From an optimization exercise on the open Yosys and OpenROAD flow, aimed at small area and a short achievable clock period; shortcuts taken in it are not production practice. At most, simulation tests tie the RTL to the original design; equivalence was not proved.

==> nickel: inputs <==
==> flow/design.v (excerpt) <==
module SingleCycle_MIPS(
    clk,
    rst_n,
    IR_addr,
    IR,
    RF_writedata,
    ReadDataMem,
    CEN,
    WEN,
    A,
    ReadData2,
    OEN
);
    input         clk, rst_n;
    input  [31:0] IR;
    output [31:0] IR_addr, RF_writedata;
    input  [31:0] ReadDataMem;
    output        CEN;
    output        WEN;
    output  [6:0] A;
    output [31:0] ReadData2;
    output        OEN;
    wire [5:0]  op    = IR[31:26];
    wire [4:0]  rs    = IR[25:21];
    wire [4:0]  rt    = IR[20:16];
    wire [4:0]  rd    = IR[15:11];
    wire [5:0]  funct = IR[5:0];
    wire [31:0] simm  = {{16{IR[15]}}, IR[15:0]};
    wire is_r   = (op == 6'b000000);
    wire is_lw  = (op == 6'b100011);
    wire is_sw  = (op == 6'b101011);
    wire is_beq = (op == 6'b000100);
    wire is_j   = (op == 6'b000010);
    wire is_jal = (op == 6'b000011);
    wire is_jr  = is_r & (funct == 6'b001000);
    wire f_sub = (funct == 6'b100010) | is_beq;
    wire f_and = (funct == 6'b100100) & ~is_beq;
    wire f_or  = (funct == 6'b100101) & ~is_beq;
    wire f_slt = ((funct == 6'b101010) | (funct == 6'b100111)) & ~is_beq;
  ...
clock: 13.0 ns
lec_check: 0
cap_margin: 20
core_margin: 2
core_utilization: 50
cts_buf_list: sky130_fd_sc_hd__clkbuf_8
setup_slack_margin: 4.5
slew_margin: 20
synth_hierarchical: 1
synth_minimum_keep_size: 0
run.sh (not shown) runs the stock make flow with config.mk's settings and CLKGATE_MAP_FILE= SYNTH_SCRIPT=/design/flow/synth_recipe.tcl, a recipe that flattens the netlist after the stock synthesis.
==> inputs of yarrow, as changes to nickel <==
==> flow/design.v (replaced) <==
module SingleCycle_MIPS(
    clk,
    rst_n,
    IR_addr,
    IR,
    RF_writedata,
    ReadDataMem,
    CEN,
    WEN,
    A,
    ReadData2,
    OEN
);
    input         clk, rst_n;
    input  [31:0] IR;
    output [31:0] IR_addr, RF_writedata;
    input  [31:0] ReadDataMem;
    output        CEN;
    output        WEN;
    output  [6:0] A;
    output [31:0] ReadData2;
    output        OEN;
    wire [5:0]  op    = IR[31:26];
    wire [4:0]  rs    = IR[25:21];
    wire [4:0]  rt    = IR[20:16];
    wire [4:0]  rd    = IR[15:11];
    wire [5:0]  funct = IR[5:0];
    wire [31:0] simm  = {{16{IR[15]}}, IR[15:0]};
    wire is_r   = (op == 6'b000000);
    wire is_lw  = (op == 6'b100011);
    wire is_sw  = (op == 6'b101011);
    wire is_beq = (op == 6'b000100);
    wire is_j   = (op == 6'b000010);
    wire is_jal = (op == 6'b000011);
    wire is_jr  = is_r & (funct == 6'b001000);
    wire f_sub = (funct == 6'b100010);
    wire f_and = (funct == 6'b100100);
    wire f_or  = (funct == 6'b100101);
    wire f_slt = (funct == 6'b101010) | (funct == 6'b100111);
    reg  [31:0] PC;
    reg  [31:0] valid;
    wire [31:0] rf [0:31];
    wire [31:0] sel1 = (32'd1 << rs) & valid;
    wire [31:0] sel2 = (32'd1 << rt) & valid;
    wire [31:0] R1, R2;
    genvar b, k;
    generate
        for (b = 0; b < 32; b = b + 1) begin : rd_bit
            wire [31:0] col;
            for (k = 0; k < 32; k = k + 1) begin : c
                assign col[k] = rf[k][b];
            end
            rf_read_bit p1 (.d(col), .s(sel1), .y(R1[b]));
            rf_read_bit p2 (.d(col), .s(sel2), .y(R2[b]));
        end
    endgenerate
    wire        subop = f_sub | f_slt;
    wire [32:0] addsub = {1'b0, R1} + {1'b0, R2 ^ {32{subop}}} + {32'd0, subop};
    wire        ltu = ~addsub[32];
    reg  [31:0] alu;
    always @(*) begin
        if (f_and)      alu = R1 & R2;
        else if (f_or)  alu = R1 | R2;
        else if (f_slt) alu = {31'd0, ltu};
        else            alu = addsub[31:0];
    end
    assign RF_writedata = is_lw ? ReadDataMem : alu;
    wire [8:0] addr_lo = R1[8:0] + IR[8:0];
    assign A         = addr_lo[8:2];
    assign ReadData2 = R2;
    assign WEN       = ~is_sw;
    assign CEN       = 1'b0;
    assign OEN       = 1'b0;
    wire [31:0] pc4   = PC + 32'd4;
    wire [31:0] pcbr  = pc4 + {simm[29:0], 2'b00};
    wire [31:0] pcj   = {pc4[31:28], IR[25:0], 2'b00};
    wire        eq    = (R1 == R2);
    reg  [31:0] pc_nxt;
    always @(*) begin
        if (is_jr)                 pc_nxt = R1;
        else if (is_j | is_jal)    pc_nxt = pcj;
        else if (is_beq & eq)      pc_nxt = pcbr;
        else                       pc_nxt = pc4;
    end
    assign IR_addr = PC;
    always @(posedge clk or negedge rst_n) begin
        if (!rst_n) PC <= 32'd0;
        else        PC <= pc_nxt;
    end
    wire        we    = is_r | is_lw | is_jal;
    wire [4:0]  waddr = is_jal ? 5'd31 : (is_lw ? rt : rd);
    wire [31:0] wdata = is_jal ? pc4 : RF_writedata;
    wire [31:0] wsel  = (32'd1 << waddr) & {32{we}};
    wire [31:0] whold = ~wsel;
    always @(posedge clk or negedge rst_n) begin
        if (!rst_n) valid <= 32'd0;
        else        valid <= valid | wsel;
    end
    generate
        for (k = 0; k < 32; k = k + 1) begin : regs
            reg  [31:0] r;
            wire [31:0] d;
            for (b = 0; b < 32; b = b + 1) begin : w
                ao22_cell u (.a1(wsel[k]), .a2(wdata[b]), .b1(whold[k]), .b2(r[b]), .y(d[b]));
            end
            always @(posedge clk) r <= d;
            assign rf[k] = r;
        end
    endgenerate
endmodule
module rf_read_bit(d, s, y);
    input  [31:0] d, s;
    output        y;
    wire   [10:0] p;
    genvar i;
    generate
        for (i = 0; i < 10; i = i + 1) begin : g
            aoi222_cell u (.a1(d[3*i]), .a2(s[3*i]), .b1(d[3*i+1]), .b2(s[3*i+1]),
                           .c1(d[3*i+2]), .c2(s[3*i+2]), .y(p[i]));
        end
    endgenerate
    aoi22_cell  u10 (.a1(d[30]), .a2(s[30]), .b1(d[31]), .b2(s[31]), .y(p[10]));
    wire q0, q1, q2;
    nand4_cell  n0 (.a(p[0]), .b(p[1]), .c(p[2]), .d(p[3]), .y(q0));
    nand4_cell  n1 (.a(p[4]), .b(p[5]), .c(p[6]), .d(p[7]), .y(q1));
    nand3_cell  n2 (.a(p[8]), .b(p[9]), .c(p[10]), .y(q2));
    or3_cell    o  (.a(q0), .b(q1), .c(q2), .y(y));
endmodule
module aoi222_cell(a1, a2, b1, b2, c1, c2, y);
    input a1, a2, b1, b2, c1, c2;
    output y;
    assign y = ~((a1 & a2) | (b1 & b2) | (c1 & c2));
endmodule
module aoi22_cell(a1, a2, b1, b2, y);
    input a1, a2, b1, b2;
    output y;
    assign y = ~((a1 & a2) | (b1 & b2));
endmodule
module ao22_cell(a1, a2, b1, b2, y);
    input a1, a2, b1, b2;
    output y;
    assign y = (a1 & a2) | (b1 & b2);
endmodule
module nand4_cell(a, b, c, d, y);
    input a, b, c, d;
    output y;
    assign y = ~(a & b & c & d);
endmodule
module nand3_cell(a, b, c, y);
    input a, b, c;
    output y;
    assign y = ~(a & b & c);
endmodule
module or3_cell(a, b, c, y);
    input a, b, c;
    output y;
    assign y = a | b | c;
endmodule
==> flow/config.mk (replaced) <==
export PLATFORM = sky130hd
export DESIGN_NAME = SingleCycle_MIPS
export DESIGN_NICKNAME = SingleCycle_MIPS
export VERILOG_FILES = /design/flow/design.v
export SDC_FILE = /design/flow/constraint.sdc
export NUM_CORES = 4
export LEC_CHECK = 0
export CAP_MARGIN = 20
export CORE_MARGIN = 2
export CORE_UTILIZATION = 40
export SLEW_MARGIN = 20
export SYNTH_HIERARCHICAL = 1
export SYNTH_MINIMUM_KEEP_SIZE = 0
==> inputs of lagoon, as changes to nickel <==
--- a/flow/design.v
+++ b/flow/design.v
@@ -48,12 +48,15 @@
         for (b = 0; b < 32; b = b + 1) begin : rd_bit
             wire [31:0] col;
             for (k = 0; k < 32; k = k + 1) begin : c
                 assign col[k] = rf[k][b];
             end
-            rf_read_bit p1 (.d(col), .s(sel1), .y(R1[b]));
-            rf_read_bit p2 (.d(col), .s(sel2), .y(R2[b]));
+            wire n1, n2;
+            rf_read_bit p1 (.d(col), .s(sel1), .yn(n1));
+            rf_read_bit p2 (.d(col), .s(sel2), .yn(n2));
+            inv_cell i1 (.a(n1), .y(R1[b]));
+            inv_cell i2 (.a(n2), .y(R2[b]));
         end
     endgenerate
     wire        subop = f_sub | f_slt;
     wire [31:0] bx = R2 ^ {32{subop}};
     wire [31:0] p  = R1 ^ bx;
@@ -135,13 +138,13 @@
             always @(posedge clk) r <= d;
             assign rf[k] = r;
         end
     endgenerate
 endmodule
-module rf_read_bit(d, s, y);
+module rf_read_bit(d, s, yn);
     input  [31:0] d, s;
-    output        y;
+    output        yn;
     wire   [10:0] p;
     genvar i;
     generate
         for (i = 0; i < 10; i = i + 1) begin : g
             aoi222_cell u (.a1(d[3*i]), .a2(s[3*i]), .b1(d[3*i+1]), .b2(s[3*i+1]),
@@ -151,11 +154,11 @@
     aoi22_cell  u10 (.a1(d[30]), .a2(s[30]), .b1(d[31]), .b2(s[31]), .y(p[10]));
     wire q0, q1, q2;
     nand4_cell  n0 (.a(p[0]), .b(p[1]), .c(p[2]), .d(p[3]), .y(q0));
     nand4_cell  n1 (.a(p[4]), .b(p[5]), .c(p[6]), .d(p[7]), .y(q1));
     nand3_cell  n2 (.a(p[8]), .b(p[9]), .c(p[10]), .y(q2));
-    or3_cell    o  (.a(q0), .b(q1), .c(q2), .y(y));
+    nor3_cell   o  (.a(q0), .b(q1), .c(q2), .y(yn));
 endmodule
 module aoi222_cell(a1, a2, b1, b2, c1, c2, y);
     input a1, a2, b1, b2, c1, c2;
     output y;
     assign y = ~((a1 & a2) | (b1 & b2) | (c1 & c2));
@@ -178,14 +181,14 @@
 module nand3_cell(a, b, c, y);
     input a, b, c;
     output y;
     assign y = ~(a & b & c);
 endmodule
-module or3_cell(a, b, c, y);
+module nor3_cell(a, b, c, y);
     input a, b, c;
     output y;
-    assign y = a | b | c;
+    assign y = ~(a | b | c);
 endmodule
 module maj3n_cell(a, b, c, y);
     input a, b, c;
     output y;
     assign y = ~((a & b) | (c & (a | b)));
==> flow/flow/run.sh (new file) <==
#!/bin/bash
# The standard layout (standard.sh) with two changes:
# - the ports are buffered by the smallest buffer rather than the one
#   buffer_ports picks by default (timing repair still upsizes the buffers
#   on critical paths);
# - clock tree synthesis uses larger sink clusters and no dummy loads.
# Each step's full output goes to a log file of its own in this folder.
set -euo pipefail
export BUFFER_PORTS_ARGS="-buffer_cell sky130_fd_sc_hd__buf_1"
export CTS_ARGS="-sink_clustering_enable -repair_clock_nets -sink_clustering_size 26 -sink_clustering_max_diameter 70 -dont_use_dummy_load"
bash standard.sh synth > synth.log 2>&1
bash standard.sh floorplan > floorplan.log 2>&1
bash standard.sh place > place.log 2>&1
bash standard.sh cts > cts.log 2>&1
bash standard.sh route > route.log 2>&1
bash standard.sh finish > finish.log 2>&1
==> flow/standard.sh (new file) <==
#!/bin/bash
# synth_recipe.tcl (not shown) runs the flow's synth.tcl, then flattens the netlist and writes it again
# the make line also repeats each setting of config.mk as NAME=value (left out here)
make -C /OpenROAD-flow-scripts/flow DESIGN_CONFIG=/design/flow/config.mk WORK_HOME=/design/flow/orfs CLKGATE_MAP_FILE= SYNTH_SCRIPT=/design/flow/synth_recipe.tcl "${@:-finish}"
==> flow/config.mk (replaced) <==
export PLATFORM = sky130hd
export DESIGN_NAME = SingleCycle_MIPS
export DESIGN_NICKNAME = SingleCycle_MIPS
export VERILOG_FILES = /design/flow/design.v
export SDC_FILE = /design/flow/constraint.sdc
export NUM_CORES = 4
export LEC_CHECK = 0
export CAP_MARGIN = 20
export CORE_MARGIN = 2
export CORE_UTILIZATION = 60
export PLACE_DENSITY = 0.75
export SETUP_SLACK_MARGIN = 4
export SLEW_MARGIN = 20
export SYNTH_HIERARCHICAL = 1
export SYNTH_MINIMUM_KEEP_SIZE = 0
removed: flow/run.sh
==> metrics.cfg <==
[outcome]
run_status = complete, no violations

[routing]
routedWlPerCell_um = 38.5
dr.pass1.iters = 17

[setup_path]
regToRegSetupSlack_ns = 6.67
critPathLaunch = IR[19]
worst-path-buf-inv = 5

[power]
clock_power_share_pct = 29.6

[clocking]
cts_root_buf = clkbuf_16

[global_routing]
grt.met3_usage_pct = 19.7

the above is filed under lagoon

==> metrics.cfg <==
[outcome]
run_status = complete, no violations

[global_routing]
grt.met3_usage_pct = 11.3

[clocking]
cts_root_buf = clkbuf_16

[power]
clock_power_share_pct = 44.7

[setup_path]
worst-path-buf-inv = 5
critPathLaunch = IR[19]
regToRegSetupSlack_ns = 5.99

[routing]
routedWlPerCell_um = 36.6

the above is filed under yarrow

==> metrics.cfg <==
[global_routing]
grt.met3_usage_pct = 21.9

[setup_path]
worst-path-buf-inv = 4
critPathLaunch = IR[16]
regToRegSetupSlack_ns = 7.06

[routing]
routedWlPerCell_um = 40.4
dr.pass1.iters = 14

[outcome]
run_status = complete, no violations

[cells_and_area]
drive_above_1_share_pct = 24.6

[power]
clock_power_share_pct = 40.4

the above is filed under nickel

The RTL of yarrow was laid out without a check of its function.

[separate check: timing with driven ports]
Ports are ideal in the flow. The routed layouts listed here were re-timed in OpenROAD.
Step 1 assumes that a clkbuf_16 drives the clock port and a buf_2 every other input.
Step 2 moves the port delays by t, midway between the first and last clock arrival at a register: inputs arrive t later, outputs are due t later. That takes back most of the time a late clock gives input paths.
Three values: no drivers, after step 1, after step 2; two values: the first two.
run | t (ns) | slack for setup (ns) | cell pins on the clock port's net
nickel | 0.973 | 3.432 / 3.280 / 3.280 | 1
yarrow | 0.809 | 0.765 / 0.736 / 0.736 | 1
lagoon | 0.728 | 3.618 / 3.538 / 3.538 | 1
After both steps every run listed still meets setup and hold. For nickel, which loses most, drivers alone change the setup slack by -0.152 ns; drivers and shift together by -0.152 ns.
